This is an optimization exercise on Yosys and OpenROAD, whose aim is small area, not a production implementation.
Function was checked by simulation only, so behaviour that the tests miss may differ from the original.
No activity file was given, so power comes from the tool's default toggle rates.

==> design/flow/design.v <==
module hm_inv(input a, output y); assign y = ~a; endmodule
module hm_nand2(input a, input b, output y); assign y = ~(a & b); endmodule
module hm_nor2(input a, input b, output y); assign y = ~(a | b); endmodule
module hm_or2(input a, input b, output y); assign y = a | b; endmodule
module hm_and2(input a, input b, output y); assign y = a & b; endmodule
module hm_xor2(input a, input b, output y); assign y = a ^ b; endmodule
module hm_xnor2(input a, input b, output y); assign y = ~(a ^ b); endmodule
module hm_a22o(input a1, input a2, input b1, input b2, output y); assign y = (a1 & a2) | (b1 & b2); endmodule
module hm_ao222(input a1, input a2, input b1, input b2, input c1, input c2, output y); assign y = (a1 & a2) | (b1 & b2) | (c1 & c2); endmodule
module hm_mux2i(input a0, input a1, input s, output y); assign y = ~(s ? a1 : a0); endmodule
module hm_mux4(input a0, input a1, input a2, input a3, input s0, input s1, output y); assign y = s1 ? (s0 ? a3 : a2) : (s0 ? a1 : a0); endmodule
module hm_ha(input a, input b, output s, output co); assign {co, s} = a + b; endmodule
module fa1(input a, input b, input ci, output s, output co);
assign {co, s} = a + b + ci;
endmodule
module add_rc #(parameter W = 32) (input [W-1:0] a, input [W-1:0] b, input ci, output [W-1:0] s, output co);
wire [W:0] c;
assign c[0] = ci;
genvar i;
generate for (i = 0; i < W; i = i + 1) begin : g
    fa1 u(.a(a[i]), .b(b[i]), .ci(c[i]), .s(s[i]), .co(c[i+1]));
end endgenerate
assign co = c[W];
endmodule
module add_cs #(parameter W = 32, parameter L = 10, parameter M = 11) (
    input   [W-1:0] a   ,
    input   [W-1:0] b   ,
    input           ci  ,
    output  [W-1:0] s   ,
    output          co
);
localparam NB = (W - L + M - 1) / M;     
wire [NB:0] c;                           
add_rc #(.W(L)) ul(.a(a[L-1:0]), .b(b[L-1:0]), .ci(ci), .s(s[L-1:0]), .co(c[0]));
genvar k, i;
generate for (k = 0; k < NB; k = k + 1) begin : blk
    localparam LO = L + k * M;
    localparam HI = (LO + M > W) ? W : LO + M;
    localparam N  = HI - LO;
    wire [N-1:0] s0, s1;
    wire c0, c1, cn;
    add_rc #(.W(N)) u0(.a(a[HI-1:LO]), .b(b[HI-1:LO]), .ci(1'b0), .s(s0), .co(c0));
    add_rc #(.W(N)) u1(.a(a[HI-1:LO]), .b(b[HI-1:LO]), .ci(1'b1), .s(s1), .co(c1));
    hm_inv ui(.a(c[k]), .y(cn));
    for (i = 0; i < N; i = i + 1) begin : m
        hm_a22o u(.a1(s1[i]), .a2(c[k]), .b1(s0[i]), .b2(cn), .y(s[LO+i]));
    end
    hm_a22o uc(.a1(c1), .a2(c[k]), .b1(c0), .b2(cn), .y(c[k+1]));
end endgenerate
assign co = c[NB];
endmodule
module alu_lt(input a31, input b31, input co, input slt_s, output y);
wire ltu = !co;
assign y = (slt_s && (a31 ^ b31)) ? a31 : ltu;
endmodule
module alu_core(
    input   [31:0]  A       ,
    input   [31:0]  B       ,
    input           sub     ,    
    input           e_sum   ,
    input           e_x     ,    
    input           e_a     ,    
    input           e_shr   ,
    input           e_shl   ,
    input           e_lt    ,    
    input           slt_s   ,    
    output  [31:0]  r
);
wire [31:0] bx, sum, x, g;
wire        co, ltv;
genvar i;
generate for (i = 0; i < 32; i = i + 1) begin : p
    hm_xor2 ux(.a(B[i]), .b(sub), .y(bx[i]));
    hm_ha   uh(.a(A[i]), .b(B[i]), .s(x[i]), .co(g[i]));
end endgenerate
add_cs #(.W(32), .L(10), .M(11)) u_add(.a(A), .b(bx), .ci(sub), .s(sum), .co(co));
alu_lt u_lt(.a31(A[31]), .b31(B[31]), .co(co), .slt_s(slt_s), .y(ltv));
wire [31:0] v0, v1, v2, v3, v4, v5;
generate for (i = 0; i < 32; i = i + 1) begin : rv
    hm_mux2i u(.a0(A[i]), .a1(A[31-i]), .s(e_shl), .y(v0[i]));      
end endgenerate
wire ns1, ns3;
hm_inv ui1(.a(B[1]), .y(ns1));
hm_inv ui3(.a(B[3]), .y(ns3));
generate for (i = 0; i < 32; i = i + 1) begin : st
    if (i + 1 <= 31) begin : s0m hm_mux2i u(.a0(v0[i]), .a1(v0[i+1]), .s(B[0]), .y(v1[i])); end
    else begin : s0f hm_nor2 u(.a(B[0]), .b(v0[i]), .y(v1[i])); end
    if (i + 2 <= 31) begin : s1m hm_mux2i u(.a0(v1[i]), .a1(v1[i+2]), .s(B[1]), .y(v2[i])); end
    else begin : s1f hm_nand2 u(.a(ns1), .b(v1[i]), .y(v2[i])); end
    if (i + 4 <= 31) begin : s2m hm_mux2i u(.a0(v2[i]), .a1(v2[i+4]), .s(B[2]), .y(v3[i])); end
    else begin : s2f hm_nor2 u(.a(B[2]), .b(v2[i]), .y(v3[i])); end
    if (i + 8 <= 31) begin : s3m hm_mux2i u(.a0(v3[i]), .a1(v3[i+8]), .s(B[3]), .y(v4[i])); end
    else begin : s3f hm_nand2 u(.a(ns3), .b(v3[i]), .y(v4[i])); end
    if (i + 16 <= 31) begin : s4m hm_mux2i u(.a0(v4[i]), .a1(v4[i+16]), .s(B[4]), .y(v5[i])); end
    else begin : s4f hm_nor2 u(.a(B[4]), .b(v4[i]), .y(v5[i])); end
end endgenerate
generate for (i = 0; i < 32; i = i + 1) begin : o
    wire n1, n2;
    hm_aoi222 u1(.a1(sum[i]), .a2(e_sum), .b1(x[i]), .b2(e_x), .c1(g[i]), .c2(e_a), .y(n1));
    if (i == 0) begin : b0
        hm_aoi222 u2(.a1(v5[i]), .a2(e_shr), .b1(v5[31-i]), .b2(e_shl), .c1(ltv), .c2(e_lt), .y(n2));
    end else begin : bn
        hm_aoi222 u2(.a1(v5[i]), .a2(e_shr), .b1(v5[31-i]), .b2(e_shl), .c1(v5[i]), .c2(e_shr), .y(n2));
    end
    hm_nand2 u3(.a(n1), .b(n2), .y(r[i]));
end endgenerate
endmodule
module immgen(
    input   [31:0]  ins     ,
    input           s_pc    ,    
    input           s_jr    ,    
    input   [31:0]  pcd     ,
    input   [31:0]  rs1d    ,
    output  [31:0]  imm     ,
    output  [31:0]  base
);
wire isU  = !ins[6];
wire isJ  = ins[3];
wire isB  = !ins[2];
wire isJR = ins[6] & ins[2] & !ins[3];
wire nU   = ins[6];
wire sJU  = isJ | isU;
wire sBR  = !sJU;
wire sJJR = ins[6] & ins[2];
genvar i;
generate for (i = 0; i < 32; i = i + 1) begin : b
    hm_a22o u(.a1(pcd[i]), .a2(s_pc), .b1(rs1d[i]), .b2(s_jr), .y(base[i]));
end endgenerate
hm_and2 u0(.a(ins[20]), .b(isJR), .y(imm[0]));
generate for (i = 1; i < 5; i = i + 1) begin : l
    hm_a22o u(.a1(ins[7+i]), .a2(isB), .b1(ins[20+i]), .b2(sJJR), .y(imm[i]));
end endgenerate
generate for (i = 5; i < 11; i = i + 1) begin : m
    hm_and2 u(.a(ins[20+i]), .b(nU), .y(imm[i]));
end endgenerate
hm_ao222 u11(.a1(ins[7]), .a2(isB), .b1(ins[20]), .b2(isJ), .c1(ins[31]), .c2(isJR), .y(imm[11]));
generate for (i = 12; i < 20; i = i + 1) begin : h
    hm_a22o u(.a1(ins[31]), .a2(sBR), .b1(ins[i]), .b2(sJU), .y(imm[i]));
end endgenerate
generate for (i = 20; i < 31; i = i + 1) begin : t
    hm_a22o u(.a1(ins[31]), .a2(nU), .b1(ins[i]), .b2(isU), .y(imm[i]));
end endgenerate
assign imm[31] = ins[31];
endmodule
module bcmp(input [31:0] a, input [31:0] b, output eq, output ltu);
assign eq  = a == b;
assign ltu = a < b;
endmodule
module fwdmux(
    input   [31:0]  alu4    ,
    input   [31:0]  m2r     ,
    input   [31:0]  rs1d    ,
    input   [31:0]  rs2d    ,
    input           fA2     ,
    input           fA1     ,
    input           fB2     ,
    input           fB1     ,
    input           imm_sel ,
    input   [6:0]   f7      ,
    input   [4:0]   imm_lo  ,
    output  [31:0]  A       ,
    output  [31:0]  B
);
wire [11:0] imm = {f7, imm_lo};
wire sA2 = fA2;
wire sA1 = fA1 & !fA2;
wire sA0 = !fA1 & !fA2;
wire sB2 = fB2 & !imm_sel;
wire sB1 = fB1 & !fB2 & !imm_sel;
wire sB0 = !fB1 & !fB2 & !imm_sel;
wire nsgn = !(imm_sel & f7[6]);
genvar i;
generate for (i = 0; i < 32; i = i + 1) begin : g
    hm_ao222 ua(.a1(alu4[i]), .a2(sA2), .b1(m2r[i]), .b2(sA1), .c1(rs1d[i]), .c2(sA0), .y(A[i]));
    wire n;
    hm_aoi222 ub(.a1(alu4[i]), .a2(sB2), .b1(m2r[i]), .b2(sB1), .c1(rs2d[i]), .c2(sB0), .y(n));
    if (i < 12) begin : lo
        wire t;
        hm_nand2 ut(.a(imm[i]), .b(imm_sel), .y(t));
        hm_nand2 uo(.a(n), .b(t), .y(B[i]));
    end else begin : hi
        hm_nand2 uo(.a(n), .b(nsgn), .y(B[i]));
    end
end endgenerate
endmodule
module hm_aoi222(input a1, input a2, input b1, input b2, input c1, input c2, output y);
assign y = ~((a1 & a2) | (b1 & b2) | (c1 & c2));
endmodule
module hm_nand4(input a, input b, input c, input d, output y);
assign y = ~(a & b & c & d);
endmodule
module hm_nand3(input a, input b, input c, output y);
assign y = ~(a & b & c);
endmodule
module hm_or3(input a, input b, input c, output y);
assign y = a | b | c;
endmodule
module rf_rdbit(input [32:0] d, input [32:0] s, output y);
wire [10:0] n;
genvar i;
generate for (i = 0; i < 11; i = i + 1) begin : g
    hm_aoi222 u(.a1(d[3*i]), .a2(s[3*i]), .b1(d[3*i+1]), .b2(s[3*i+1]),
                .c1(d[3*i+2]), .c2(s[3*i+2]), .y(n[i]));
end endgenerate
wire p0, p1, p2;
hm_nand4 u0(.a(n[0]), .b(n[1]), .c(n[2]), .d(n[3]), .y(p0));
hm_nand4 u1(.a(n[4]), .b(n[5]), .c(n[6]), .d(n[7]), .y(p1));
hm_nand3 u2(.a(n[8]), .b(n[9]), .c(n[10]), .y(p2));
hm_or3   u3(.a(p0), .b(p1), .c(p2), .y(y));
endmodule
module rf_dec(input [4:0] ra, input [31:0] valid, input fwd, output [32:0] s);
genvar i;
generate for (i = 0; i < 32; i = i + 1) begin : g
    assign s[i] = !fwd && valid[i] && ra == i;
end endgenerate
assign s[32] = fwd;
endmodule
module pcu(input [31:0] pc, output [31:0] pc4, output [31:0] pcm4);
wire [29:0] x = pc[31:2];
wire [30:0] c;
hm_inv ui(.a(x[0]), .y(pc4[2]));
assign c[1] = x[0];
genvar j;
generate for (j = 1; j < 30; j = j + 1) begin : inc
    hm_ha u(.a(x[j]), .b(c[j]), .s(pc4[j+2]), .co(c[j+1]));
end endgenerate
dec30 ud(.x(x), .y(pcm4[31:2]));
assign pc4[1:0]  = pc[1:0];
assign pcm4[1:0] = pc[1:0];
endmodule
module dec30(input [29:0] x, output [29:0] y);
assign y = x - 30'd1;
endmodule
module stfmt(
    input   [31:0]  m2r     ,
    input   [31:0]  reg2    ,
    input           fwdC    ,
    input   [2:0]   mop     ,
    input   [1:0]   a       ,
    output  [31:0]  wdata
);
wire [31:0] sd;
wire nfwdC = !fwdC;
wire sh = mop == 3'b001;
wire sw = mop == 3'b010;
wire c_hi  = sw | (sh & !a[0]);      
wire c_b   = !sw & !sh;              
wire c_lo2 = c_b | (sh & !a[0]);     
wire c_h3  = sh & !a[0];             
genvar i;
generate for (i = 0; i < 32; i = i + 1) begin : s
    hm_a22o u(.a1(m2r[i]), .a2(fwdC), .b1(reg2[i]), .b2(nfwdC), .y(sd[i]));
end endgenerate
generate for (i = 0; i < 8; i = i + 1) begin : w
    assign wdata[i] = sd[i];
    hm_a22o  u1(.a1(sd[8+i]),  .a2(c_hi), .b1(sd[i]), .b2(c_b),   .y(wdata[8+i]));
    hm_a22o  u2(.a1(sd[16+i]), .a2(sw),   .b1(sd[i]), .b2(c_lo2), .y(wdata[16+i]));
    hm_ao222 u3(.a1(sd[24+i]), .a2(sw),   .b1(sd[8+i]), .b2(c_h3), .c1(sd[i]), .c2(c_b), .y(wdata[24+i]));
end endgenerate
endmodule
module ldfmt(
    input   [31:0]  rdata   ,
    input   [2:0]   mop     ,
    input   [1:0]   a       ,
    input           m2r_sel ,
    input   [31:0]  alu     ,
    output  [31:0]  m2r
);
wire isB  = mop[1:0] == 2'b00;
wire isH  = mop[1:0] == 2'b01;
wire isW  = mop == 3'b010;
wire hv   = isH & !a[0];
wire sgnd = !mop[2];
wire nm   = !m2r_sel;
wire en_lo = (isW | isB | hv) & nm;
wire s0 = a[0] & !isW;
wire s1 = a[1] & !isW;
wire sgn;
hm_mux4 us(.a0(rdata[7]), .a1(rdata[15]), .a2(rdata[23]), .a3(rdata[31]), .s0(a[0] | isH), .s1(a[1]), .y(sgn));
wire c1  = (isW | (hv & !a[1])) & nm;        
wire c3  = hv & a[1] & nm;                   
wire nt1 = !(sgn & isB & sgnd & nm);         
wire cw  = isW & nm;                         
wire en2 = (isB | hv) & sgnd & nm;          
genvar i;
generate for (i = 0; i < 8; i = i + 1) begin : lo
    wire b;
    hm_mux4 um(.a0(rdata[i]), .a1(rdata[8+i]), .a2(rdata[16+i]), .a3(rdata[24+i]), .s0(s0), .s1(s1), .y(b));
    hm_a22o uo(.a1(alu[i]), .a2(m2r_sel), .b1(b), .b2(en_lo), .y(m2r[i]));
end endgenerate
generate for (i = 8; i < 16; i = i + 1) begin : b1
    wire n;
    hm_aoi222 ua(.a1(rdata[i]), .a2(c1), .b1(rdata[16+i]), .b2(c3), .c1(alu[i]), .c2(m2r_sel), .y(n));
    hm_nand2 uo(.a(n), .b(nt1), .y(m2r[i]));
end endgenerate
generate for (i = 16; i < 32; i = i + 1) begin : hi
    hm_ao222 ua(.a1(rdata[i]), .a2(cw), .b1(alu[i]), .b2(m2r_sel), .c1(sgn), .c2(en2), .y(m2r[i]));
end endgenerate
endmodule
module eqnz(input [31:0] a, input [31:0] b, output y);
assign y = a == b && a != 32'd0;
endmodule
module riscv_core(
    input               sys_clk     ,
    input               sys_rst_n   ,
    output  reg         led_test    ,
    output              iram_cs     ,
    output  [11:0]      iram_addr   ,
    input   [31:0]      iram_rdata  ,
    output              dram_cs     ,
    output  [3:0]       dram_we     ,
    output  [11:0]      dram_addr   ,
    output  [31:0]      dram_wdata  ,
    input   [31:0]      dram_rdata
);
reg  [31:0] pc;          
reg         zflag;       
reg  [31:0] bank [0:31];
reg  [31:0] valid;       
reg         bwe;
reg  [4:0]  bwa;
reg  [31:0] bwd;
reg         fwd1_r, fwd2_r;
reg  [4:0]  ra1, ra2;    
reg         memrd_3, memwr_3, m2r_3, alu0_3;
reg  [2:0]  f3_3;
reg  [6:0]  f7_3;
reg  [4:0]  rd3;
reg         memrd_4, memwr_4, m2r_4;
reg  [2:0]  mop_4;
reg  [31:0] alu4;
reg  [31:0] reg2_4;
reg  [4:0]  rd4;
reg         memrd_5, m2r_5;
reg  [31:0] alu5;
reg  [4:0]  rd5;
reg  [2:0]  mop_5;
reg  [1:0]  a_5;
wire [32:0] sel1, sel2;
wire [31:0] rs1d, rs2d;
rf_dec u_dec1(.ra(ra1), .valid(valid), .fwd(fwd1_r), .s(sel1));
rf_dec u_dec2(.ra(ra2), .valid(valid), .fwd(fwd2_r), .s(sel2));
genvar gb, gr;
generate for (gb = 0; gb < 32; gb = gb + 1) begin : rp
    wire [32:0] col;
    for (gr = 0; gr < 32; gr = gr + 1) begin : c
        assign col[gr] = bank[gr][gb];
    end
    assign col[32] = bwd[gb];
    rf_rdbit u1(.d(col), .s(sel1), .y(rs1d[gb]));
    rf_rdbit u2(.d(col), .s(sel2), .y(rs2d[gb]));
end endgenerate
wire [31:0] ins = iram_rdata;
wire [6:0]  op  = ins[6:0];
wire [2:0]  f3  = ins[14:12];
wire [4:0]  rs1 = ins[19:15];
wire [4:0]  rs2 = ins[24:20];
wire [4:0]  rd  = ins[11:7];
wire op_r     = op == 7'b0110011;
wire op_ld    = op == 7'b0000011;
wire op_i     = op == 7'b0010011;
wire op_s     = op == 7'b0100011;
wire op_b     = op == 7'b1100011;
wire op_jal   = op == 7'b1101111;
wire op_jalr  = op == 7'b1100111;
wire op_lui   = op == 7'b0110111;
wire op_auipc = op == 7'b0010111;
wire wr_imm   = op_jal | op_jalr | op_lui | op_auipc;
wire eq, ltu;
bcmp u_bcmp(.a(rs1d), .b(rs2d), .eq(eq), .ltu(ltu));
reg  cond;
always @(*) begin
    case (f3)
        3'b000 : cond = eq;
        3'b001 : cond = !eq;
        3'b100,
        3'b110 : cond = ltu;
        3'b101,
        3'b111 : cond = !ltu && !eq;
        default: cond = 1'b0;
    endcase
end
wire taken = (op_b & cond) | op_jal;
wire [31:0] imm_d, base, pcd, pc4;
pcu u_pcu(.pc(pc), .pc4(pc4), .pcm4(pcd));
immgen u_immgen(.ins(ins), .s_pc(!zflag && !op_lui && !op_jalr), .s_jr(op_jalr),
    .pcd(pcd), .rs1d(rs1d), .imm(imm_d), .base(base));
wire [31:0] alu_imm;
wire        alu_imm_co;
add_cs #(.W(32), .L(10), .M(11)) u_imm_add(.a(base), .b(imm_d), .ci(1'b0), .s(alu_imm), .co(alu_imm_co));
wire [31:0] m2r;
wire        reg_wr_5 = m2r_5 | memrd_5;
wire        we = wr_imm | reg_wr_5;
wire [4:0]  wa = wr_imm ? rd : rd5;
wire [31:0] wd = op_jal ? pc : wr_imm ? alu_imm : m2r;
wire        wb_hit = reg_wr_5 && rd5 != 5'd0;
wire        fwd1 = wb_hit && rd5 == rs1;
wire        fwd2 = wb_hit && rd5 != rs1 && rd5 == rs2;
assign iram_cs   = !taken;
assign iram_addr = pc[13:2];
always @(posedge sys_clk or negedge sys_rst_n) begin
    if (!sys_rst_n) begin
        pc       <= 32'd0;
        zflag    <= 1'b1;
        led_test <= 1'b1;
    end else begin
        pc       <= taken ? alu_imm : pc4;
        zflag    <= taken;
        if (pc == 32'h1000)
            led_test <= !led_test;
    end
end
always @(posedge sys_clk) begin
    if (bwe)
        bank[bwa] <= bwd;
end
always @(posedge sys_clk or negedge sys_rst_n) begin
    if (!sys_rst_n) begin
        valid  <= 32'd0;
        bwe    <= 1'b0;
        fwd1_r <= 1'b0;
        fwd2_r <= 1'b0;
    end else begin
        if (bwe)
            valid[bwa] <= 1'b1;
        bwe    <= we;
        fwd1_r <= fwd1;
        fwd2_r <= fwd2;
    end
end
always @(posedge sys_clk) begin
    bwa <= wa;
    bwd <= wd;
    ra1 <= rs1;
    ra2 <= rs2;
end
always @(posedge sys_clk or negedge sys_rst_n) begin
    if (!sys_rst_n) begin
        memrd_3 <= 1'b0;
        memwr_3 <= 1'b0;
        m2r_3   <= 1'b0;
        alu0_3  <= 1'b0;
    end else begin
        memrd_3 <= op_ld;
        memwr_3 <= op_s;
        m2r_3   <= op_r | op_i;
        alu0_3  <= op_i | (op_b & !taken);
    end
end
always @(posedge sys_clk) begin
    f3_3 <= f3;
    f7_3 <= ins[31:25];
    rd3  <= rd;
end
wire reg_wr_4 = m2r_4 | memrd_4;
wire fA2 = reg_wr_4 && rd4 != 5'd0 && rd4 == ra1;
wire fA1 = reg_wr_5 && rd5 != 5'd0 && rd5 == ra1;
wire fB2 = reg_wr_4 && rd4 != 5'd0 && rd4 == ra2;
wire fB1 = reg_wr_5 && rd5 != 5'd0 && rd5 == ra2;
wire        imm_sel = memrd_3 | memwr_3 | (m2r_3 & alu0_3);
wire [31:0] A, B;
fwdmux u_fwd(.alu4(alu4), .m2r(m2r), .rs1d(rs1d), .rs2d(rs2d), .fA2(fA2), .fA1(fA1), .fB2(fB2), .fB1(fB1),
    .imm_sel(imm_sel), .f7(f7_3), .imm_lo(memwr_3 ? rd3 : ra2), .A(A), .B(B));
wire rtype = m2r_3;              
wire i30   = f7_3[5];
wire k_sll  = rtype && !i30 && f3_3 == 3'b001;
wire k_slt  = rtype && !i30 && f3_3 == 3'b010;
wire k_sltu = rtype && !i30 && f3_3 == 3'b011;
wire k_xor  = rtype && !i30 && f3_3 == 3'b100;
wire k_srl  = rtype &&         f3_3 == 3'b101;
wire k_or   = rtype && !i30 && f3_3 == 3'b110;
wire k_and  = rtype && !i30 && f3_3 == 3'b111;
wire sub    = (!rtype && alu0_3) || (rtype && !alu0_3 && i30 && f3_3 == 3'b000) || k_slt || k_sltu;
wire [31:0] alu;
alu_core u_alu(.A(A), .B(B), .sub(sub),
    .e_sum(!(k_sll | k_slt | k_sltu | k_xor | k_srl | k_or | k_and)),
    .e_x(k_xor | k_or), .e_a(k_and | k_or), .e_shr(k_srl), .e_shl(k_sll),
    .e_lt(k_slt | k_sltu), .slt_s(k_slt), .r(alu));
always @(posedge sys_clk or negedge sys_rst_n) begin
    if (!sys_rst_n) begin
        memrd_4 <= 1'b0;
        memwr_4 <= 1'b0;
        m2r_4   <= 1'b0;
    end else begin
        memrd_4 <= memrd_3;
        memwr_4 <= memwr_3;
        m2r_4   <= m2r_3;
    end
end
always @(posedge sys_clk) begin
    mop_4  <= (memrd_3 | memwr_3) ? f3_3 : 3'd0;
    alu4   <= alu;
    reg2_4 <= rs2d;
    rd4    <= rd3;
end
wire        fwdC_eq;
eqnz u_fwdc(.a(alu4), .b(alu5), .y(fwdC_eq));
wire        fwdC = memwr_4 && fwdC_eq;
wire [1:0]  a    = alu4[1:0];
assign dram_cs   = memwr_4 | memrd_4;
assign dram_addr = alu4[13:2];
assign dram_we   = !memwr_4            ? 4'b0000 :
                   mop_4 == 3'b000     ? (4'b0001 << a) :
                   mop_4 == 3'b001     ? (4'b0011 << a) :
                   mop_4 == 3'b010     ? 4'b1111 : 4'b0000;
stfmt u_stfmt(.m2r(m2r), .reg2(reg2_4), .fwdC(fwdC), .mop(mop_4), .a(a), .wdata(dram_wdata));
always @(posedge sys_clk or negedge sys_rst_n) begin
    if (!sys_rst_n) begin
        memrd_5 <= 1'b0;
        m2r_5   <= 1'b0;
    end else begin
        memrd_5 <= memrd_4;
        m2r_5   <= m2r_4;
    end
end
always @(posedge sys_clk) begin
    alu5  <= alu4;
    rd5   <= rd4;
    mop_5 <= mop_4;
    a_5   <= alu4[1:0];
end
ldfmt u_ldfmt(.rdata(dram_rdata), .mop(mop_5), .a(a_5), .m2r_sel(m2r_5), .alu(alu5), .m2r(m2r));
endmodule
==> design/flow/run.sh <==
#!/bin/bash
# synth_recipe.tcl (not shown) runs the flow's synth.tcl, then flattens the netlist and writes it again
# the make line also repeats each setting of config.mk as NAME=value (left out here)
make -C /OpenROAD-flow-scripts/flow DESIGN_CONFIG=/design/flow/config.mk WORK_HOME=/design/flow/orfs CLKGATE_MAP_FILE= SYNTH_SCRIPT=/design/flow/synth_recipe.tcl finish
==> design/flow/config.mk <==
export PLATFORM = sky130hd
export DESIGN_NAME = riscv_core
export DESIGN_NICKNAME = riscv_core
export VERILOG_FILES = /design/flow/design.v
export SDC_FILE = /design/flow/constraint.sdc
export NUM_CORES = 4
export LEC_CHECK = 0
export CAP_MARGIN = 20
export CELL_PAD_IN_SITES_DETAIL_PLACEMENT = 1
export CELL_PAD_IN_SITES_GLOBAL_PLACEMENT = 1
export CORE_MARGIN = 2
export CORE_UTILIZATION = 45
export CTS_BUF_LIST = sky130_fd_sc_hd__clkbuf_16
export CTS_CLUSTER_DIAMETER = 60
export CTS_CLUSTER_SIZE = 20
export GPL_ROUTABILITY_DRIVEN = 1
export PLACE_DENSITY = 0.55
export SLEW_MARGIN = 20
export SYNTH_HIERARCHICAL = 1
==> design/flow/constraint.sdc <==
create_clock -name core_clock -period 10.0 [get_ports {sys_clk}]
set_input_delay 2.0000 -clock core_clock [delete_from_list [all_inputs] [get_ports {sys_clk}]]
set_output_delay 2.0000 -clock core_clock [all_outputs]
set_load 0.01 [all_outputs]
==> run notes, run 1 <==
Clk pwr share=36.1%; H-tree Lvls=3; Setup crit end kind=primary output; drt wl/cell=42.9 um; via count=49.2k; num rows=134; drc violations=0; Pleak=25.2 nW; Skew-Pair Late Insertion Delay=0.80 ns; gr ovfl total=0; initial antenna violation count=22; Worst EP required=8.00 ns; Final Critical Period=9.57 ns; endpoints failing hold=0; gr usage total=39.5%; Synth Instances=4,163; Crit path largest cell delay=0.75 ns; Place WS=0.327 ns; critical path type=register to primary output; post-cts resize count=0; hold path depth=0; worst min path class=register to register; RSZ-0062 raised after global routing=no; Ports=129; Pint=0.00925 W; post-CTS setup buffers=0; outcome=complete, no violations; PwrDens=192 mW/mm2; Pre-antenna DRT Iters=14; Hold Path End=rd4[0]$_DFF_P_; post-synthesis instance area=0.0602 mm2; Crit path arrival time=7.57 ns; GP Congestion=0.964; Root Buffer=clkbuf_16; most frequent cells in the layout=edfxtp_1 (1,024), a222oi_1 (865), buf_4 (243), mux2i_1 (194), nand2_1 (175); port buffer count=128; Clock Skews=0.0714 ns; Max stage delay cell, worst path=nor2b_1; HPWL Detailed=190,000 um; Reg2Reg Depth=25; vias per cell=7.60; Mean Syn Cell Area=14.5 um2; largest net degree at the start of global routing=66; hold_buf cts=0; hold path start=rd3[0]$_DFF_P_; Max Fclk=105 MHz; total detailed-routing wirelength=277,000 um; CTS max path bufs=3; number of global-route vias before repair=48.1k; # setup viols final=0; Total Nets Final=4,854; Final Max Slew Viols=0; setup TNS=0 ns; ratio of cells with drive above 1 in the final layout=13.4%; CP Max Fanout=15; RR Startpoint=ra1[4]$_DFF_P_; Tcrit/Tclk final=95.7%; Die Wd=370 um; iteration-0 DRC count of the detailed router=10.2k; synth warn=7; die height=370 um; antenna-violating nets left=0; Core Region=0.133 mm2; Sw Share=30.8%; commonest non-fill, non-tap cell in the layout=edfxtp_1; initial core utilization=45.3%; worst r2r dst=alu4[0]$_DFF_P_; MaxCap Viol Count=0; Setup WS post-layout=0.435 ns; first-pass GRT wire length=380,000 um; Relative slew margins=24.1%; R2R setup slack=0.53 ns; power share of the combinational group=15.8%; CP Cell Sequence=nor2b_1 -> and3_2 -> buf_4 -> a222oi_1 -> nand4_1 -> or3_1 -> inv_1 -> ha_1 -> nand4_1 -> or2_2 -> nor2_1 -> nand2_1 -> nor3_1 -> buf_4 -> or3b_1 -> a21oi_2 -> o21ai_2 -> o21ai_0 -> nand2_1 -> clkdlybuf4s50_1; die area=0.137 mm2; CTS Buf Count=118; Fill cells=12.9k; clock sink count=1,276; synth-to-layout area growth=15.9%; Reg power frac=48.2%; Startpoint Class=register; Slew @ Worst Pin=1.13 ns; Net Sw Power=0.00413 W; CTS tree=done; CTS clk-pin slew, worst paths=0.08 ns; Max VDD drop=0.187 mV
[stage by stage]
stage               hold slack [ns]  instance area (um2)  utilization (%)  instances  power, W
floorplan                     0.326                60300                -       4167   0.00752
global placement              0.338                65600             49.3       6225   0.00856
detailed placement            0.342                65600             49.3       6225   0.00859
CTS                           0.355                69700             52.4       6447    0.0133
global route                  0.356                69800             52.4       6457    0.0137
finish                        0.356                69800             52.4       6470    0.0134
[layer usage]
layer | global-route usage [%] | vias up | part of all wire (%)
li1 | - | 19500 | -
met1 | 50.3 | 25300 | 36
met2 | 59.9 | 3632 | 45
met3 | 9.39 | 731 | 11
met4 | 27.0 | 4 | 7.5
met5 | 0 | - | 0.012
[worst max path at each step]
stage                    from               end  slack [ns]  cells after the start
2_1_floorplan  dram_rdata[24]   alu4[0]$_DFF_P_        0.09                     23
3_3_place_gp   dram_rdata[15]  alu4[31]$_DFF_P_        0.44                     22
3_5_place_dp    iram_rdata[1]  pc[21]$_DFF_PN0_        0.33                     23
4_1_cts        ra1[3]$_DFF_P_           iram_cs        0.63                     20
5_1_grt        ra1[4]$_DFF_P_           iram_cs        0.29                     19
6_report       ra2[0]$_DFF_P_           iram_cs        0.43                     20
[flip-flops by register name (all words and copies together), names as in the netlist, 7 cells and up]
register and count:
bank 1024, valid 32, alu5 31, bwd 32, pc 32, reg2_4 32, alu4 32, f7_3 7
[cell type report]
cell class / instances / area [um2] / share of cell area (%)
Timing Repair Buffer: 381 / 3310 / 4.74
Clock inverter: 104 / 1160 / 1.66
Multi-Input combinational cell: 2685 / 23500 / 33.6
Tap cell: 1768 / 2210 / 3.17
Sequential cell: 1276 / 36200 / 51.9
Clock buffer: 118 / 2950 / 4.23
Antenna cell: 22 / 55.1 / 0.0789
Inverter: 116 / 435 / 0.624
[power by group through the flow]
stage / combinational (W) / sequential (W) / clock [W]
after floorplan: 0.000990 / 0.00653 / 0
final: 0.00211 / 0.00644 / 0.00482
after CTS: 0.00206 / 0.00643 / 0.00484
after global placement: 0.00202 / 0.00654 / 0
after detailed placement: 0.00205 / 0.00654 / 0
after global routing: 0.00221 / 0.00645 / 0.00504
[worst max-delay path: cells and delay by family (launching register included)]
kind / cells / cell delay, ns
AOI/OAI and AO/OA: 4 / 0.74
buffers and inverters: 4 / 1.18
DFF: 1 / 0.54
and+or+nand+nor: 11 / 3.96
adders and majority gates: 1 / 0.33
==> inputs of run 2 (changes only) <==
==> design/flow/flow/run.sh (new file) <==
#!/bin/bash
# The standard layout (the standard.sh: standard synthesis, floorplan, power grid, tap cells,
# placement, clock tree, routing), with two changes:
#  - the input and output port buffers are buf_1 cells instead of clkdlybuf4s50_1;
#  - clock tree synthesis inserts no dummy loads.
# The clock tree settings repeat config.mk's (CTS_ARGS replaces them).
set -euo pipefail
bash standard.sh \
  "BUFFER_PORTS_ARGS=-buffer_cell sky130_fd_sc_hd__buf_1" \
  "CTS_ARGS=-sink_clustering_enable -repair_clock_nets -dont_use_dummy_load -sink_clustering_size 20 -sink_clustering_max_diameter 60 -buf_list sky130_fd_sc_hd__clkbuf_16" \
  finish > flow_make.log 2>&1
==> design/flow/standard.sh (new file) <==
#!/bin/bash
# synth_recipe.tcl (not shown) runs the flow's synth.tcl, then flattens the netlist and writes it again
# the make line also repeats each setting of config.mk as NAME=value (left out here)
make -C /OpenROAD-flow-scripts/flow DESIGN_CONFIG=/design/flow/config.mk WORK_HOME=/design/flow/orfs CLKGATE_MAP_FILE= SYNTH_SCRIPT=/design/flow/synth_recipe.tcl "${@:-finish}"
removed: design/flow/run.sh
==> run notes, run 2 <==
PwrDens=184 mW/mm2 (was 192 mW/mm2); Relative slew margins=19.8% (was 24.1%); Max Fclk=103 MHz (was 105 MHz); Total Nets Final=4,831 (was 4,854); first-pass GRT wire length=383,000 um (was 380,000 um); CP Max Fanout=14 (was 15); Final Critical Period=9.67 ns (was 9.57 ns); drc violations=0 (unchanged); CTS tree=done (unchanged); largest net degree at the start of global routing=92 (was 66); endpoints failing hold=0 (unchanged); die area=0.137 mm2 (unchanged); gr ovfl total=0 (unchanged); Power Total=0.0124 W (was 0.0134 W); via count=48.5k (was 49.2k); Most common cell on crit path=fa_1; MaxCap Viol Count=0 (unchanged); setup TNS=0 ns (unchanged); die height=370 um (unchanged); HPWL Detailed=194,000 um (was 190,000 um); Slew @ Worst Pin=1.20 ns (was 1.13 ns); hold path start=rd3[2]$_DFF_P_ (was rd3[0]$_DFF_P_); total detailed-routing wirelength=279,000 um (was 277,000 um); launch point of the worst path=ra1[3]$_DFF_P_ (was ra2[0]$_DFF_P_); Tcrit/Tclk final=96.7% (was 95.7%); # setup viols final=0 (unchanged); initial antenna violation count=30 (was 22); Mean Syn Cell Area=14.5 um2 (unchanged); Synth Instances=4,163 (unchanged); Startpoint Class=register (unchanged); hold_buf cts=0 (unchanged); family with the most delay on the worst path=adder cells (was simple AND/OR/NAND/NOR gates); WP buf/inv=4 (unchanged); worst min path class=register to register (unchanged); commonest non-fill, non-tap cell in the layout=edfxtp_1 (unchanged); synth-to-layout area growth=12.2% (was 15.9%); RSZ-0062 raised after global routing=no (unchanged); critical path type=register to register (was register to primary output); CTS clk-pin slew, worst paths=0.07 ns (was 0.08 ns); gr usage total=40.0% (was 39.5%); CTS Buf Count=115 (was 118); Clock Skews=0.0873 ns (was 0.0714 ns); Skew-Pair Late Insertion Delay=0.76 ns (was 0.80 ns); iteration-0 DRC count of the detailed router=10.2k (about the same); number of global-route vias before repair=47.5k (was 48.1k); Setup crit end kind=register (was primary output); Largest register FFs=1,024 (unchanged); ratio of cells with drive above 1 in the final layout=11.3% (was 13.4%); outcome=complete, no violations (unchanged); H-tree Lvls=3 (unchanged); Die Wd=370 um (unchanged); initial core utilization=45.3% (unchanged); Pleak=24.2 nW (was 25.2 nW); Core Region=0.133 mm2 (unchanged); vias per cell=7.63 (was 7.60); CTS max path bufs=3 (unchanged); Root Buffer=clkbuf_16 (unchanged); post-cts resize count=0 (unchanged); RR Startpoint=ra1[3]$_DFF_P_ (was ra1[4]$_DFF_P_); Final Max Slew Viols=0 (unchanged); GP Congestion=0.964 (unchanged); Top reg by flops=bank (unchanged); most frequent cells in the layout=edfxtp_1 (1,024), a222oi_1 (865), buf_4 (229), mux2i_1 (194), nand2_1 (175) (was edfxtp_1 (1,024), a222oi_1 (865), buf_4 (243), mux2i_1 (194), nand2_1 (175)); Pre-antenna DRT Iters=14 (unchanged); Worst EP required=10.55 ns (was 8.00 ns); Crit path largest cell delay=0.67 ns (was 0.75 ns); num rows=134 (unchanged); post-CTS setup buffers=0 (unchanged); drt wl/cell=43.9 um (was 42.9 um); post-synthesis instance area=0.0602 mm2 (unchanged); clock sink count=1,276 (unchanged); Ports=129 (unchanged); Max VDD drop=0.161 mV (was 0.187 mV); port buffer count=128 (unchanged); synth warn=7 (unchanged); Crit path arrival time=10.22 ns (was 7.57 ns); CP Cell Sequence=and4bb_1 -> and3_2 -> a222oi_1 -> nand4_1 -> or3_1 -> a222oi_1 -> inv_1 -> fa_1 -> fa_1 -> fa_1 -> fa_1 -> fa_1 -> fa_1 -> fa_1 -> fa_1 -> fa_1 -> fa_1 -> inv_1 -> a22o_2 -> inv_1 -> buf_4 -> a22o_1 -> a222oi_1 -> nand2_1 (was nor2b_1 -> and3_2 -> buf_4 -> a222oi_1 -> nand4_1 -> or3_1 -> inv_1 -> ha_1 -> nand4_1 -> or2_2 -> nor2_1 -> nand2_1 -> nor3_1 -> buf_4 -> or3b_1 -> a21oi_2 -> o21ai_2 -> o21ai_0 -> nand2_1 -> clkdlybuf4s50_1); Max stage delay cell, worst path=dfxtp_1 (was nor2b_1); antenna-violating nets left=0 (unchanged)
-- run 2: final cells by class --
class,instances,area (um2)
fillers,13000,65500
well taps,1768,2210
diodes,36,90.1
repair buffers,361,2290
inverters,116,435
flip-flops and latches,1276,36200
multi-input cells,2685,23500
clock buffers,115,2880
-- run 2: worst paths after layout --
| kind | depth (start not counted) | slack (ns) | to |
|---|---|---|---|
| max | 24 | 0.33 | alu4[22]$_DFF_P_ |
| min | 0 | 0.35 | rd4[2]$_DFF_P_ |
| max reg2reg | 24 | 0.33 | alu4[22]$_DFF_P_ |
| min reg2reg | 0 | 0.35 | rd4[2]$_DFF_P_ |
| max in group asynchronous | 2 | 7.46 | fwd2_r$_DFF_PN0_ |
| min in group asynchronous | 1 | 1.27 | pc[15]$_DFF_PN0_ |
-- run 2: layer usage --
layer,track usage (%),up-vias,part of all wire [%]
met3,8.90,719,11
met1,50.7,25000,36
met4,28.9,4,8.6
met5,0,-,0.010
li1,-,19300,-
met2,60.5,3500,44
-- run 2: stage by stage --
| step | hold slack [ns] | area, um2 | std cells | util (%) | worst slack, ns |
|---|---|---|---|---|---|
| 5_1_grt | 0.361 | 67600 | 6352 | 50.8 | 0.0652 |
| 6_report | 0.352 | 67600 | 6357 | 50.8 | 0.330 |
| 2_1_floorplan | 0.326 | 60300 | 4167 | - | 0.0905 |
| 4_1_cts | 0.353 | 67500 | 6321 | 50.7 | 0.244 |
| 3_3_place_gp | 0.331 | 64600 | 6206 | 48.5 | 0.442 |
| 3_5_place_dp | 0.334 | 64600 | 6206 | 48.5 | 0.243 |
-- run 2: power by group --
part           switching (W)  internal (W)  leakage (nW)
registers           0.000332       0.00617          11.7
logic                0.00145      0.000611          11.0
clock network        0.00188       0.00200          1.42
==> inputs of run 3 (changes only) <==
--- a/design/flow/design.v
+++ b/design/flow/design.v
@@ -392,7 +392,14 @@
 wire        reg_wr_5 = m2r_5 | memrd_5;
 wire        we = wr_imm | reg_wr_5;
 wire [4:0]  wa = wr_imm ? rd : rd5;
-wire [31:0] wd = op_jal ? pc : wr_imm ? alu_imm : m2r;
+wire [31:0] wd;
+wire        wd_pc  = op_jal;
+wire        wd_imm = wr_imm & !op_jal;
+wire        wd_m2r = !wr_imm;
+genvar gw;
+generate for (gw = 0; gw < 32; gw = gw + 1) begin : wdm
+    hm_ao222 u(.a1(pc[gw]), .a2(wd_pc), .b1(alu_imm[gw]), .b2(wd_imm), .c1(m2r[gw]), .c2(wd_m2r), .y(wd[gw]));
+end endgenerate
 wire        wb_hit = reg_wr_5 && rd5 != 5'd0;
 wire        fwd1 = wb_hit && rd5 == rs1;
 wire        fwd2 = wb_hit && rd5 != rs1 && rd5 == rs2;
==> design/flow/flow/run.sh (replaced) <==
#!/bin/bash
# The standard layout (the standard.sh: standard synthesis, floorplan, power grid, tap cells,
# placement, clock tree, routing), with two changes:
#  - the input and output port buffers are buf_1 cells instead of clkdlybuf4s50_1;
#  - clock tree synthesis inserts no dummy loads.
# CTS_ARGS replaces the clock tree arguments, so it repeats config.mk's clustering and buffer.
set -euo pipefail
bash standard.sh \
  "BUFFER_PORTS_ARGS=-buffer_cell sky130_fd_sc_hd__buf_1" \
  "CTS_ARGS=-sink_clustering_enable -repair_clock_nets -dont_use_dummy_load -sink_clustering_size 24 -sink_clustering_max_diameter 100 -buf_list sky130_fd_sc_hd__clkbuf_16" \
  finish > flow_make.log 2>&1
--- a/design/flow/config.mk
+++ b/design/flow/config.mk
@@ -11,8 +11,8 @@
 export CORE_MARGIN = 2
 export CORE_UTILIZATION = 45
 export CTS_BUF_LIST = sky130_fd_sc_hd__clkbuf_16
-export CTS_CLUSTER_DIAMETER = 60
-export CTS_CLUSTER_SIZE = 20
+export CTS_CLUSTER_DIAMETER = 100
+export CTS_CLUSTER_SIZE = 24
 export GPL_ROUTABILITY_DRIVEN = 1
 export PLACE_DENSITY = 0.55
 export SLEW_MARGIN = 20
==> run notes, run 3 <==
ratio of cells with drive above 1 in the final layout=10.8% (was 11.3%); Relative slew margins=25.9% (was 19.8%); setup TNS=0 ns (unchanged); Root Buffer=clkbuf_16 (unchanged); CTS tree=done (unchanged); CTS Buf Count=68 (was 115); Die Wd=369 um (was 370 um); worst min path class=register to register (unchanged); launch point of the worst path=ra1[4]$_DFF_P_ (was ra1[3]$_DFF_P_); crit path to=alu4[26]$_DFF_P_ (was alu4[22]$_DFF_P_); post-synthesis instance area=0.0601 mm2 (was 0.0602 mm2); Final Max Slew Viols=0 (unchanged); Max VDD drop=0.134 mV (was 0.161 mV); most frequent cells in the layout=edfxtp_1 (1,024), a222oi_1 (929), buf_4 (219), inv_1 (174), dfxtp_1 (165) (was edfxtp_1 (1,024), a222oi_1 (865), buf_4 (229), mux2i_1 (194), nand2_1 (175)); hold path depth=0 (unchanged); DR WL met3=28,600 um (was 31,700 um); iteration-0 DRC count of the detailed router=10.7k (was 10.2k); met2 routed WL=119,000 um (was 123,000 um); Tcrit/Tclk final=95.3% (was 96.7%); Net Sw Power=0.00380 W (was 0.00366 W); CTS max path bufs=3 (unchanged); Reg power frac=54.3% (was 52.2%); Total Nets Final=4,706 (was 4,831); gr ovfl total=0 (unchanged); die height=369 um (was 370 um); gr usage total=38.3% (was 40.0%); Max stage delay cell, worst path=a222oi_1 (was dfxtp_1); critical path type=register to register (unchanged); GP Congestion=0.968 (was 0.964); post-place instance area=0.0644 mm2 (was 0.0646 mm2); num rows=134 (unchanged); Sw Share=31.7% (was 29.4%); Power Total=0.0120 W (was 0.0124 W); highest routed layer=met5 (unchanged); Synth Instances=4,090 (was 4,163); via count=47.4k (was 48.5k); Mean Syn Cell Area=14.7 um2 (was 14.5 um2); commonest non-fill, non-tap cell in the layout=edfxtp_1 (unchanged); Reg2Reg Depth=25 (was 24); antenna-violating nets left=0 (unchanged); number of global-route vias before repair=46.5k (was 47.5k); Setup crit end kind=register (unchanged); post-CTS setup buffers=0 (unchanged); post-cts resize count=0 (unchanged); CTS clk-pin slew, worst paths=0.10 ns (was 0.07 ns); Skew-Pair Late Insertion Delay=0.74 ns (was 0.76 ns); Pleak=23.2 nW (was 24.2 nW); die area=0.136 mm2 (was 0.137 mm2); clock sink count=1,276 (unchanged); final instance area=0.0661 mm2 (was 0.0676 mm2); port buffer count=128 (unchanged); Pre-antenna DRT Iters=15 (was 14); Largest register FFs=1,024 (unchanged); Startpoint Class=register (unchanged); vias per cell=7.64 (was 7.63); Worst EP required=10.56 ns (was 10.55 ns); Clock Skews=0.117 ns (was 0.0873 ns); hold_buf cts=0 (unchanged); Final Critical Period=9.53 ns (was 9.67 ns); Setup WS post-layout=0.467 ns (was 0.330 ns); synth warn=7 (unchanged); MaxCap Viol Count=0 (unchanged); worst r2r dst=alu4[26]$_DFF_P_ (was alu4[22]$_DFF_P_); Max Fclk=105 MHz (was 103 MHz); Place WS=0.576 ns (was 0.243 ns); CP Max Fanout=17 (was 14); drt wl/cell=42.9 um (was 43.9 um); hold path start=rd3[3]$_DFF_P_ (was rd3[2]$_DFF_P_); first-pass GRT wire length=369,000 um (was 383,000 um); # placed instances=6,126 (was 6,206); power share of the combinational group=21.0% (was 16.5%); Ports=129 (unchanged); Top reg by flops=bank (unchanged); Clk pwr share=24.7% (was 31.2%); Non-Filler Instances=6,213 (was 6,357); RSZ-0062 raised after global routing=no (unchanged); initial core utilization=45.2% (was 45.3%); Most common cell on crit path=fa_1 (unchanged); total detailed-routing wirelength=266,000 um (was 279,000 um); # setup viols final=0 (unchanged); Metal-1 WL=101,000 um (about the same); Slew @ Worst Pin=1.11 ns (was 1.20 ns); Pint=0.00819 W (was 0.00878 W); initial antenna violation count=20 (was 30); Crit path largest cell delay=0.82 ns (was 0.67 ns); Core Region=0.133 mm2 (about the same); largest net degree at the start of global routing=71 (was 92); HPWL Detailed=181,000 um (was 194,000 um); RR Startpoint=ra1[4]$_DFF_P_ (was ra1[3]$_DFF_P_); endpoints failing hold=0 (unchanged); PwrDens=181 mW/mm2 (was 184 mW/mm2); Crit path arrival time=10.09 ns (was 10.22 ns); outcome=complete, no violations (unchanged); H-tree Lvls=3 (unchanged); drc violations=0 (unchanged); R2R setup slack=0.47 ns (was 0.33 ns); synth-to-layout area growth=10.1% (was 12.2%)
[run 3: per-layer routing]
layer / track usage, % / vias up
li1: - / 19000
met1: 50.6 / 24600
met2: 58.4 / 3228
met3: 8.07 / 554
met4: 22.1 / 6
met5: 0 / -
[run 3: power groups by stage]
stage	Combinational (W)	Clock, W	Sequential [W]
global placement	0.00239	0	0.00662
finish	0.00251	0.00296	0.00651
detailed placement	0.00245	0	0.00662
floorplan	0.00135	0	0.00658
global route	0.00267	0.00314	0.00653
CTS	0.00245	0.00299	0.00650
[run 3: metrics by stage]
stage,hold WS (ns),util (%)
floorplan,0.326,-
global placement,0.327,48.4
detailed placement,0.336,48.4
CTS,0.356,49.7
global route,0.374,49.7
finish,0.364,49.7
[run 3: worst max-delay path, delay by kind of cell (launching register included)]
kind / cells / cell delay, ns
buffers and inverters: 5 / 0.84
and+or+nand+nor: 5 / 1.67
adders and majority gates: 10 / 4.22
AOI/OAI and AO/OA: 5 / 2.02
DFF: 1 / 0.62
[run 3: how the worst min path moves through the flow]
stage,to,slack (ns)
2_1_floorplan,rd4[0]$_DFF_P_,0.33
3_3_place_gp,rd4[2]$_DFF_P_,0.33
3_5_place_dp,rd4[0]$_DFF_P_,0.34
4_1_cts,rd4[3]$_DFF_P_,0.36
5_1_grt,rd4[3]$_DFF_P_,0.37
6_report,rd4[3]$_DFF_P_,0.36
[run 3: area by class of cell]
class                           count  area, um2
Clock buffer                       68       1700
Multi-Input combinational cell   2561      23200
Sequential cell                  1276      36200
Timing Repair Buffer              349       2140
Fill cell                       13100      66800
Inverter                          174        653
Antenna cell                       17       42.5
Tap cell                         1768       2210
==> inputs of run 4 (changes only) <==
--- a/design/flow/design.v
+++ b/design/flow/design.v
@@ -10,6 +10,7 @@
 module hm_mux2i(input a0, input a1, input s, output y); assign y = ~(s ? a1 : a0); endmodule
 module hm_mux4(input a0, input a1, input a2, input a3, input s0, input s1, output y); assign y = s1 ? (s0 ? a3 : a2) : (s0 ? a1 : a0); endmodule
 module hm_ha(input a, input b, output s, output co); assign {co, s} = a + b; endmodule
+module hm_and3(input a, input b, input c, output y); assign y = a & b & c; endmodule
 module fa1(input a, input b, input ci, output s, output co);
 assign {co, s} = a + b + ci;
 endmodule
@@ -209,12 +210,32 @@
 hm_or3   u3(.a(p0), .b(p1), .c(p2), .y(y));
 endmodule
 module rf_dec(input [4:0] ra, input [31:0] valid, input fwd, output [32:0] s);
+wire [3:0] l;
+wire [7:0] h;
+rf_pre2 ul(.we(!fwd), .a(ra[1:0]), .l(l));
+rf_pre3 uh(.a(ra[4:2]), .h(h));
 genvar i;
 generate for (i = 0; i < 32; i = i + 1) begin : g
-    assign s[i] = !fwd && valid[i] && ra == i;
+    hm_and3 u(.a(l[i % 4]), .b(h[i / 4]), .c(valid[i]), .y(s[i]));
 end endgenerate
 assign s[32] = fwd;
 endmodule
+module rf_wdec(input we, input [4:0] wa, output [31:0] en);
+wire [3:0] l;
+wire [7:0] h;
+rf_pre2 ul(.we(we), .a(wa[1:0]), .l(l));
+rf_pre3 uh(.a(wa[4:2]), .h(h));
+genvar i;
+generate for (i = 0; i < 32; i = i + 1) begin : g
+    hm_and2 u(.a(l[i % 4]), .b(h[i / 4]), .y(en[i]));
+end endgenerate
+endmodule
+module rf_pre2(input we, input [1:0] a, output [3:0] l);
+assign l = we ? (4'b0001 << a) : 4'b0000;
+endmodule
+module rf_pre3(input [2:0] a, output [7:0] h);
+assign h = 8'b00000001 << a;
+endmodule
 module pcu(input [31:0] pc, output [31:0] pc4, output [31:0] pcm4);
 wire [29:0] x = pc[31:2];
 wire [30:0] c;
@@ -404,6 +425,11 @@
 wire        fwd1 = wb_hit && rd5 == rs1;
 wire        fwd2 = wb_hit && rd5 != rs1 && rd5 == rs2;
 assign iram_cs   = !taken;
+wire [31:0] pc_next;
+genvar gp;
+generate for (gp = 0; gp < 32; gp = gp + 1) begin : pcm
+    hm_a22o u(.a1(alu_imm[gp]), .a2(taken), .b1(pc4[gp]), .b2(iram_cs), .y(pc_next[gp]));
+end endgenerate
 assign iram_addr = pc[13:2];
 always @(posedge sys_clk or negedge sys_rst_n) begin
     if (!sys_rst_n) begin
@@ -411,16 +437,21 @@
         zflag    <= 1'b1;
         led_test <= 1'b1;
     end else begin
-        pc       <= taken ? alu_imm : pc4;
+        pc       <= pc_next;
         zflag    <= taken;
         if (pc == 32'h1000)
             led_test <= !led_test;
     end
 end
-always @(posedge sys_clk) begin
-    if (bwe)
-        bank[bwa] <= bwd;
-end
+wire [31:0] bwen;
+rf_wdec u_wdec(.we(bwe), .wa(bwa), .en(bwen));
+genvar gk;
+generate for (gk = 0; gk < 32; gk = gk + 1) begin : bk
+    always @(posedge sys_clk) begin
+        if (bwen[gk])
+            bank[gk] <= bwd;
+    end
+end endgenerate
 always @(posedge sys_clk or negedge sys_rst_n) begin
     if (!sys_rst_n) begin
         valid  <= 32'd0;
@@ -428,8 +459,7 @@
         fwd1_r <= 1'b0;
         fwd2_r <= 1'b0;
     end else begin
-        if (bwe)
-            valid[bwa] <= 1'b1;
+        valid  <= valid | bwen;
         bwe    <= we;
         fwd1_r <= fwd1;
         fwd2_r <= fwd2;
==> run notes, run 4 <==
initial antenna violation count=12 (was 20); CTS tree=done (unchanged); RSZ-0062 raised after global routing=no (unchanged); die height=366 um (was 369 um); Root Buffer=clkbuf_16 (unchanged); Skew-Pair Late Insertion Delay=0.73 ns (was 0.74 ns); Fill cells=12.6k (was 13.1k); die area=0.134 mm2 (was 0.136 mm2); critical path type=register to register (unchanged); Relative slew margins=6.61% (was 25.9%); Net Sw Power=0.00355 W (was 0.00380 W); initial core utilization=45.4% (was 45.2%); # setup viols final=0 (unchanged); Startpoint Class=register (unchanged); H-tree Lvls=3 (unchanged); CTS Buf Count=67 (was 68); iteration-0 DRC count of the detailed router=10.3k (was 10.7k); Sw Share=30.5% (was 31.7%); largest net degree at the start of global routing=65 (was 71); gr ovfl total=0 (unchanged); Tcrit/Tclk final=99.1% (was 95.3%); Mean Syn Cell Area=15.2 um2 (was 14.7 um2); Top reg by flops=bank (unchanged); post-cts resize count=0 (unchanged); Synth Instances=3,863 (was 4,090); ratio of cells with drive above 1 in the final layout=11.3% (was 10.8%); Max Fclk=101 MHz (was 105 MHz); Reg area=0.0362 mm2 (about the same); Slew @ Worst Pin=1.40 ns (was 1.11 ns); Max VDD drop=0.173 mV (was 0.134 mV); Power Total=0.0116 W (was 0.0120 W); first-pass GRT wire length=376,000 um (was 369,000 um); Largest register FFs=1,024 (unchanged); antenna-violating nets left=0 (unchanged); setup TNS=0 ns (unchanged); number of global-route vias before repair=46.9k (was 46.5k); Core Region=0.130 mm2 (was 0.133 mm2); Clock Skews=0.0872 ns (was 0.117 ns); clock sink count=1,276 (unchanged); CP Max Fanout=14 (was 17); Pint=0.00808 W (was 0.00819 W); post-synthesis instance area=0.0588 mm2 (was 0.0601 mm2); CTS max path bufs=3 (unchanged); worst min path class=register to register (unchanged); port buffer count=128 (unchanged); Pleak=23.6 nW (was 23.2 nW); Crit path arrival time=10.43 ns (was 10.09 ns); post-CTS setup buffers=0 (unchanged); HPWL Detailed=186,000 um (was 181,000 um); Pre-antenna DRT Iters=17 (was 15); MaxCap Viol Count=0 (unchanged); commonest non-fill, non-tap cell in the layout=edfxtp_1 (unchanged); Reg power frac=56.1% (was 54.3%); Final Critical Period=9.91 ns (was 9.53 ns); hold_buf cts=0 (unchanged); synth warn=8 (was 7); vias per cell=7.88 (was 7.64); total detailed-routing wirelength=274,000 um (was 266,000 um); Total Nets Final=4,531 (was 4,706); endpoints failing hold=0 (unchanged); power share of the combinational group=18.8% (was 21.0%); Final Max Slew Viols=0 (unchanged); RR Startpoint=ra2[2]$_DFF_P_ (was ra1[4]$_DFF_P_); outcome=complete, no violations (unchanged); Die Wd=366 um (was 369 um); Setup crit end kind=register (unchanged); Hold Slack=0.362 ns (was 0.364 ns); GP Congestion=0.973 (was 0.968); via count=47.3k (was 47.4k); Worst EP required=10.52 ns (was 10.56 ns); drc violations=0 (unchanged); PwrDens=179 mW/mm2 (was 181 mW/mm2); gr usage total=40.3% (was 38.3%); num rows=132 (was 134); launch point of the worst path=ra2[2]$_DFF_P_ (was ra1[4]$_DFF_P_); CTS clk-pin slew, worst paths=0.10 ns (about the same); hold path start=rd3[0]$_DFF_P_ (was rd3[3]$_DFF_P_); synth-to-layout area growth=10.5% (was 10.1%); drt wl/cell=45.5 um (was 42.9 um); Ports=129 (unchanged); Clk pwr share=25.2% (was 24.7%); most frequent cells in the layout=edfxtp_1 (1,024), a222oi_1 (897), buf_4 (234), a22o_1 (190), dfxtp_1 (167) (was edfxtp_1 (1,024), a222oi_1 (929), buf_4 (219), inv_1 (174), dfxtp_1 (165)); Multi-input gate area=0.0220 mm2 (was 0.0232 mm2)
==> run 4: final cells by class <==
type,instances,area share [%]
Sequential cell,1276,55.7
Inverter,142,0.820
Timing Repair Buffer,370,3.71
Antenna cell,9,0.0346
Tap cell,1742,3.35
Clock buffer,67,2.58
Multi-Input combinational cell,2402,33.8
==> run 4: stage by stage <==
| stage | setup WS (ns) | instances | area [um2] | utilization (%) |
|---|---|---|---|---|
| after global placement | 0.408 | 5928 | 63200 | 48.8 |
| after detailed placement | 0.217 | 5931 | 63300 | 48.8 |
| after global routing | 0.00641 | 5999 | 65000 | 50.1 |
| after CTS | 0.399 | 5998 | 65000 | 50.1 |
| after floorplan | 0.0638 | 3867 | 58900 | - |
| final | 0.0883 | 6008 | 65000 | 50.1 |
==> run 4: path summary, 6_finish.rpt <==
check / to / slack (ns) / depth (start not counted)
min reg2reg: rd4[0]$_DFF_P_ / 0.36 / 0
max: alu4[31]$_DFF_P_ / 0.09 / 23
min in group asynchronous: alu0_3$_DFF_PN0_ / 1.34 / 1
max reg2reg: alu4[31]$_DFF_P_ / 0.09 / 23
max in group asynchronous: valid[0]$_DFF_PN0_ / 7.53 / 2
min: rd4[0]$_DFF_P_ / 0.36 / 0
==> run 4: layer usage <==
| metal | up-vias | part of all wire [%] | track usage [%] |
|---|---|---|---|
| met5 | - | 0.012 | 0 |
| met4 | 6 | 8.8 | 29.2 |
| met3 | 855 | 12 | 9.53 |
| met2 | 3916 | 44 | 61.4 |
| met1 | 24300 | 35 | 50.4 |
| li1 | 18300 | - | - |
==> run 4: power groups by stage <==
stage	combinational [W]	clock, W	sequential, W
2_1_floorplan	0.00119	0	0.00654
3_3_place_gp	0.00202	0	0.00662
3_5_place_dp	0.00211	0	0.00663
4_1_cts	0.00212	0.00295	0.00651
5_1_grt	0.00230	0.00310	0.00653
6_report	0.00218	0.00293	0.00652
==> run 4: worst max-delay path, stage by stage, from the launching register on <==
cell and delay (ns):
dfxtp_1 0.77, nor3_1 0.24, and3_1 0.57, buf_4 0.41
a222oi_1 0.33, nand4_1 0.31, or3_1 0.61, a222oi_1 0.69
nand2_1 0.20, xor2_1 0.22, fa_1 0.46, fa_1 0.40
fa_1 0.43, fa_1 0.41, fa_1 0.42, fa_1 0.41
fa_1 0.42, fa_1 0.41, fa_1 0.40, fa_1 0.41
fa_1 0.45, a22o_1 0.26, a222oi_1 0.36, nand2_1 0.10
==> inputs of run 5 (changes only) <==
--- a/design/flow/design.v
+++ b/design/flow/design.v
@@ -11,6 +11,7 @@
 module hm_mux4(input a0, input a1, input a2, input a3, input s0, input s1, output y); assign y = s1 ? (s0 ? a3 : a2) : (s0 ? a1 : a0); endmodule
 module hm_ha(input a, input b, output s, output co); assign {co, s} = a + b; endmodule
 module hm_and3(input a, input b, input c, output y); assign y = a & b & c; endmodule
+module hm_a21o(input a1, input a2, input b1, output y); assign y = (a1 & a2) | b1; endmodule
 module fa1(input a, input b, input ci, output s, output co);
 assign {co, s} = a + b + ci;
 endmodule
@@ -50,6 +51,45 @@
 end endgenerate
 assign co = c[NB];
 endmodule
+module add_pg32(
+    input   [31:0]  a   ,
+    input   [31:0]  b   ,
+    input           ci  ,
+    output  [31:0]  s   ,
+    output          co  ,
+    output  [31:0]  p   ,
+    output  [31:0]  g
+);
+genvar i;
+generate for (i = 0; i < 32; i = i + 1) begin : pg
+    hm_xor2 up(.a(a[i]), .b(b[i]), .y(p[i]));
+    hm_and2 ug(.a(a[i]), .b(b[i]), .y(g[i]));
+end endgenerate
+wire [16:0] c;
+assign c[0] = ci;
+generate for (i = 0; i < 16; i = i + 1) begin : lo
+    hm_a21o uc(.a1(p[i]), .a2(c[i]), .b1(g[i]), .y(c[i+1]));
+    hm_xor2 us(.a(p[i]), .b(c[i]), .y(s[i]));
+end endgenerate
+wire [32:16] c0, c1;
+wire [31:16] s0, s1;
+assign c0[17] = g[16];
+assign s0[16] = p[16];
+hm_or2  uc1(.a(a[16]), .b(b[16]), .y(c1[17]));
+hm_xnor2 us1(.a(a[16]), .b(b[16]), .y(s1[16]));
+generate for (i = 17; i < 32; i = i + 1) begin : hi
+    hm_a21o uc0(.a1(p[i]), .a2(c0[i]), .b1(g[i]), .y(c0[i+1]));
+    hm_a21o uc1(.a1(p[i]), .a2(c1[i]), .b1(g[i]), .y(c1[i+1]));
+    hm_xor2 us0(.a(p[i]), .b(c0[i]), .y(s0[i]));
+    hm_xor2 us1(.a(p[i]), .b(c1[i]), .y(s1[i]));
+end endgenerate
+wire cn;
+hm_inv ui(.a(c[16]), .y(cn));
+generate for (i = 16; i < 32; i = i + 1) begin : m
+    hm_a22o u(.a1(s1[i]), .a2(c[16]), .b1(s0[i]), .b2(cn), .y(s[i]));
+end endgenerate
+hm_a22o uco(.a1(c1[32]), .a2(c[16]), .b1(c0[32]), .b2(cn), .y(co));
+endmodule
 module alu_lt(input a31, input b31, input co, input slt_s, output y);
 wire ltu = !co;
 assign y = (slt_s && (a31 ^ b31)) ? a31 : ltu;
@@ -72,9 +112,8 @@
 genvar i;
 generate for (i = 0; i < 32; i = i + 1) begin : p
     hm_xor2 ux(.a(B[i]), .b(sub), .y(bx[i]));
-    hm_ha   uh(.a(A[i]), .b(B[i]), .s(x[i]), .co(g[i]));
 end endgenerate
-add_cs #(.W(32), .L(10), .M(11)) u_add(.a(A), .b(bx), .ci(sub), .s(sum), .co(co));
+add_pg32 u_add(.a(A), .b(bx), .ci(sub), .s(sum), .co(co), .p(x), .g(g));
 alu_lt u_lt(.a31(A[31]), .b31(B[31]), .co(co), .slt_s(slt_s), .y(ltv));
 wire [31:0] v0, v1, v2, v3, v4, v5;
 generate for (i = 0; i < 32; i = i + 1) begin : rv
@@ -408,7 +447,8 @@
     .pcd(pcd), .rs1d(rs1d), .imm(imm_d), .base(base));
 wire [31:0] alu_imm;
 wire        alu_imm_co;
-add_cs #(.W(32), .L(10), .M(11)) u_imm_add(.a(base), .b(imm_d), .ci(1'b0), .s(alu_imm), .co(alu_imm_co));
+wire [31:0] imm_p, imm_g;
+add_pg32 u_imm_add(.a(base), .b(imm_d), .ci(1'b0), .s(alu_imm), .co(alu_imm_co), .p(imm_p), .g(imm_g));
 wire [31:0] m2r;
 wire        reg_wr_5 = m2r_5 | memrd_5;
 wire        we = wr_imm | reg_wr_5;
==> run notes, run 5 <==
Total Nets Final=4,472 (was 4,531); MaxCap Viol Count=0 (unchanged); Die Wd=365 um (was 366 um); antenna-violating nets left=0 (unchanged); CTS clk-pin slew, worst paths=0.11 ns (was 0.10 ns); Reg power frac=55.9% (was 56.1%); # setup viols final=0 (unchanged); CTS tree=done (unchanged); Net Sw Power=0.00352 W (was 0.00355 W); Core Region=0.129 mm2 (was 0.130 mm2); total detailed-routing wirelength=257,000 um (was 274,000 um); # placed instances=6,013 (was 5,931); hold path start=rd3[2]$_DFF_P_ (was rd3[0]$_DFF_P_); Pre-antenna DRT Iters=14 (was 17); Setup crit end kind=primary output (was register); initial core utilization=45.3% (was 45.4%); critical path type=register to primary output (was register to register); Max Fclk=109 MHz (was 101 MHz); launch point of the worst path=ra2[3]$_DFF_P_ (was ra2[2]$_DFF_P_); Worst EP required=8.00 ns (was 10.52 ns); synth warn=8 (unchanged); Final Max Slew Viols=0 (unchanged); H-tree Lvls=3 (unchanged); Tcrit/Tclk final=92.1% (was 99.1%); Largest register FFs=1,024 (unchanged); Ports=129 (unchanged); ratio of cells with drive above 1 in the final layout=10.4% (was 11.3%); iteration-0 DRC count of the detailed router=9,896 (was 10.3k); Max VDD drop=0.175 mV (was 0.173 mV); setup TNS=0 ns (unchanged); drt wl/cell=42.1 um (was 45.5 um); via count=46.2k (was 47.3k); Clock Skews=0.102 ns (was 0.0872 ns); initial antenna violation count=13 (was 12); port buffer count=128 (unchanged); gr usage total=37.7% (was 40.3%); Fill cells=12.7k (was 12.6k); clock sink count=1,276 (unchanged); num rows=132 (unchanged); gr ovfl total=0 (unchanged); met2 usage=58.9% (was 61.4%); Mean Syn Cell Area=14.6 um2 (was 15.2 um2); CP Max Fanout=32 (was 14); Synth Instances=4,018 (was 3,863); HPWL Detailed=175,000 um (was 186,000 um); Final Critical Period=9.21 ns (was 9.91 ns); Crit path arrival time=7.21 ns (was 10.43 ns); die area=0.133 mm2 (was 0.134 mm2); post-synthesis instance area=0.0586 mm2 (was 0.0588 mm2); commonest non-fill, non-tap cell in the layout=edfxtp_1 (unchanged); synth-to-layout area growth=9.49% (was 10.5%); largest net degree at the start of global routing=65 (unchanged); RR Startpoint=ra2[3]$_DFF_P_ (was ra2[2]$_DFF_P_); CTS Buf Count=66 (was 67); Pint=0.00805 W (was 0.00808 W); worst min path class=register to register (unchanged); Root Buffer=clkbuf_16 (unchanged); power share of the combinational group=19.1% (was 18.8%); met3 Use GR=8.04% (was 9.53%); number of global-route vias before repair=44.4k (was 46.9k); Layout Utilization=49.6% (was 50.1%); GP Congestion=1.01 (was 0.973); Relative slew margins=23.4% (was 6.61%); Top reg by flops=bank (unchanged); post-CTS setup buffers=0 (unchanged); post-cts resize count=0 (unchanged); drc violations=0 (unchanged); Clk pwr share=25.0% (was 25.2%); hold_buf cts=0 (unchanged); vias per cell=7.58 (was 7.88); Most Crowded Layer GR=met2 (unchanged); Startpoint Class=register (unchanged); Non-Filler Instances=6,098 (was 6,008); Hold Slack=0.356 ns (was 0.362 ns); Slew @ Worst Pin=1.15 ns (was 1.40 ns); CTS max path bufs=3 (unchanged); met1 Track Usage GR=48.7% (was 50.4%); outcome=complete, no violations (unchanged); Pleak=23.9 nW (was 23.6 nW); endpoints failing hold=0 (unchanged); Skew-Pair Late Insertion Delay=0.73 ns (about the same); most frequent cells in the layout=edfxtp_1 (1,024), a222oi_1 (897), xor2_1 (254), a22o_1 (176), buf_4 (173) (was edfxtp_1 (1,024), a222oi_1 (897), buf_4 (234), a22o_1 (190), dfxtp_1 (167)); Sw Share=30.4% (was 30.5%); first-pass GRT wire length=352,000 um (was 376,000 um); die height=365 um (was 366 um); RSZ-0062 raised after global routing=no (unchanged); PwrDens=180 mW/mm2 (was 179 mW/mm2)
## run 5: cell type report
class	count	area, um2	share of cell area [%]
Clock buffer	66	1650	2.57
Antenna cell	18	45.0	0.0702
Sequential cell	1276	36200	56.4
Inverter	140	526	0.819
Multi-Input combinational cell	2554	21800	33.9
Tap cell	1742	2180	3.40
Timing Repair Buffer	302	1810	2.82
## run 5: power by group through the flow
| stage | combinational [W] | clock [W] | sequential (W) |
|---|---|---|---|
| finish | 0.00221 | 0.00289 | 0.00646 |
| global route | 0.00234 | 0.00307 | 0.00648 |
| CTS | 0.00217 | 0.00293 | 0.00645 |
| detailed placement | 0.00216 | 0 | 0.00657 |
| global placement | 0.00213 | 0 | 0.00657 |
| floorplan | 0.00125 | 0 | 0.00654 |
## run 5: routing by layer
metal	up-vias	share of wire, %
li1	18700	-
met1	23800	38
met2	3126	45
met3	581	11
met4	2	6.9
met5	-	0.0051
## run 5: final timing paths
check	endpoint	slack (ns)	cells after the start
worst max-delay path	iram_cs	0.79	17
worst min-delay path	rd4[2]$_DFF_P_	0.36	0
worst max register to register	alu4[0]$_DFF_P_	1.12	31
worst min register to register	rd4[2]$_DFF_P_	0.36	0
max in group asynchronous	valid[0]$_DFF_PN0_	7.53	2
min in group asynchronous	m2r_3$_DFF_PN0_	1.28	1
## run 5: worst max-delay path, cell delays in order (launching register included)
cell,delay (ns)
dfxtp_1,0.45
nor3_1,0.91
and3_2,1.06
a222oi_1,0.27
nand4_1,0.25
or3_1,0.52
inv_1,0.09
ha_1,0.29
nand2_1,0.08
nor4_1,0.07
a21boi_1,0.14
or4b_1,0.56
a2111oi_2,0.57
mux2i_1,0.14
a211oi_1,0.53
nor3_1,0.19
nor2_2,0.15
buf_1,0.17
## run 5: per-stage QoR
| stage | power (W) | cell area [um2] | setup WS (ns) |
|---|---|---|---|
| 2_1_floorplan | 0.00779 | 58600 | 0.730 |
| 3_5_place_dp | 0.00873 | 62500 | 1.50 |
| 5_1_grt | 0.0119 | 64200 | 0.728 |
| 4_1_cts | 0.0115 | 64100 | 0.920 |
| 3_3_place_gp | 0.00870 | 62500 | 1.59 |
| 6_report | 0.0116 | 64200 | 0.787 |

Re-timed with assumed drivers on the ports (clkbuf_16 on the clock, buf_2 on other inputs), run 5 has 0.706 ns of setup slack against 0.787 ns with ideal ports, and 1.124 ns once port delays also move by the mid clock arrival of 0.762 ns.
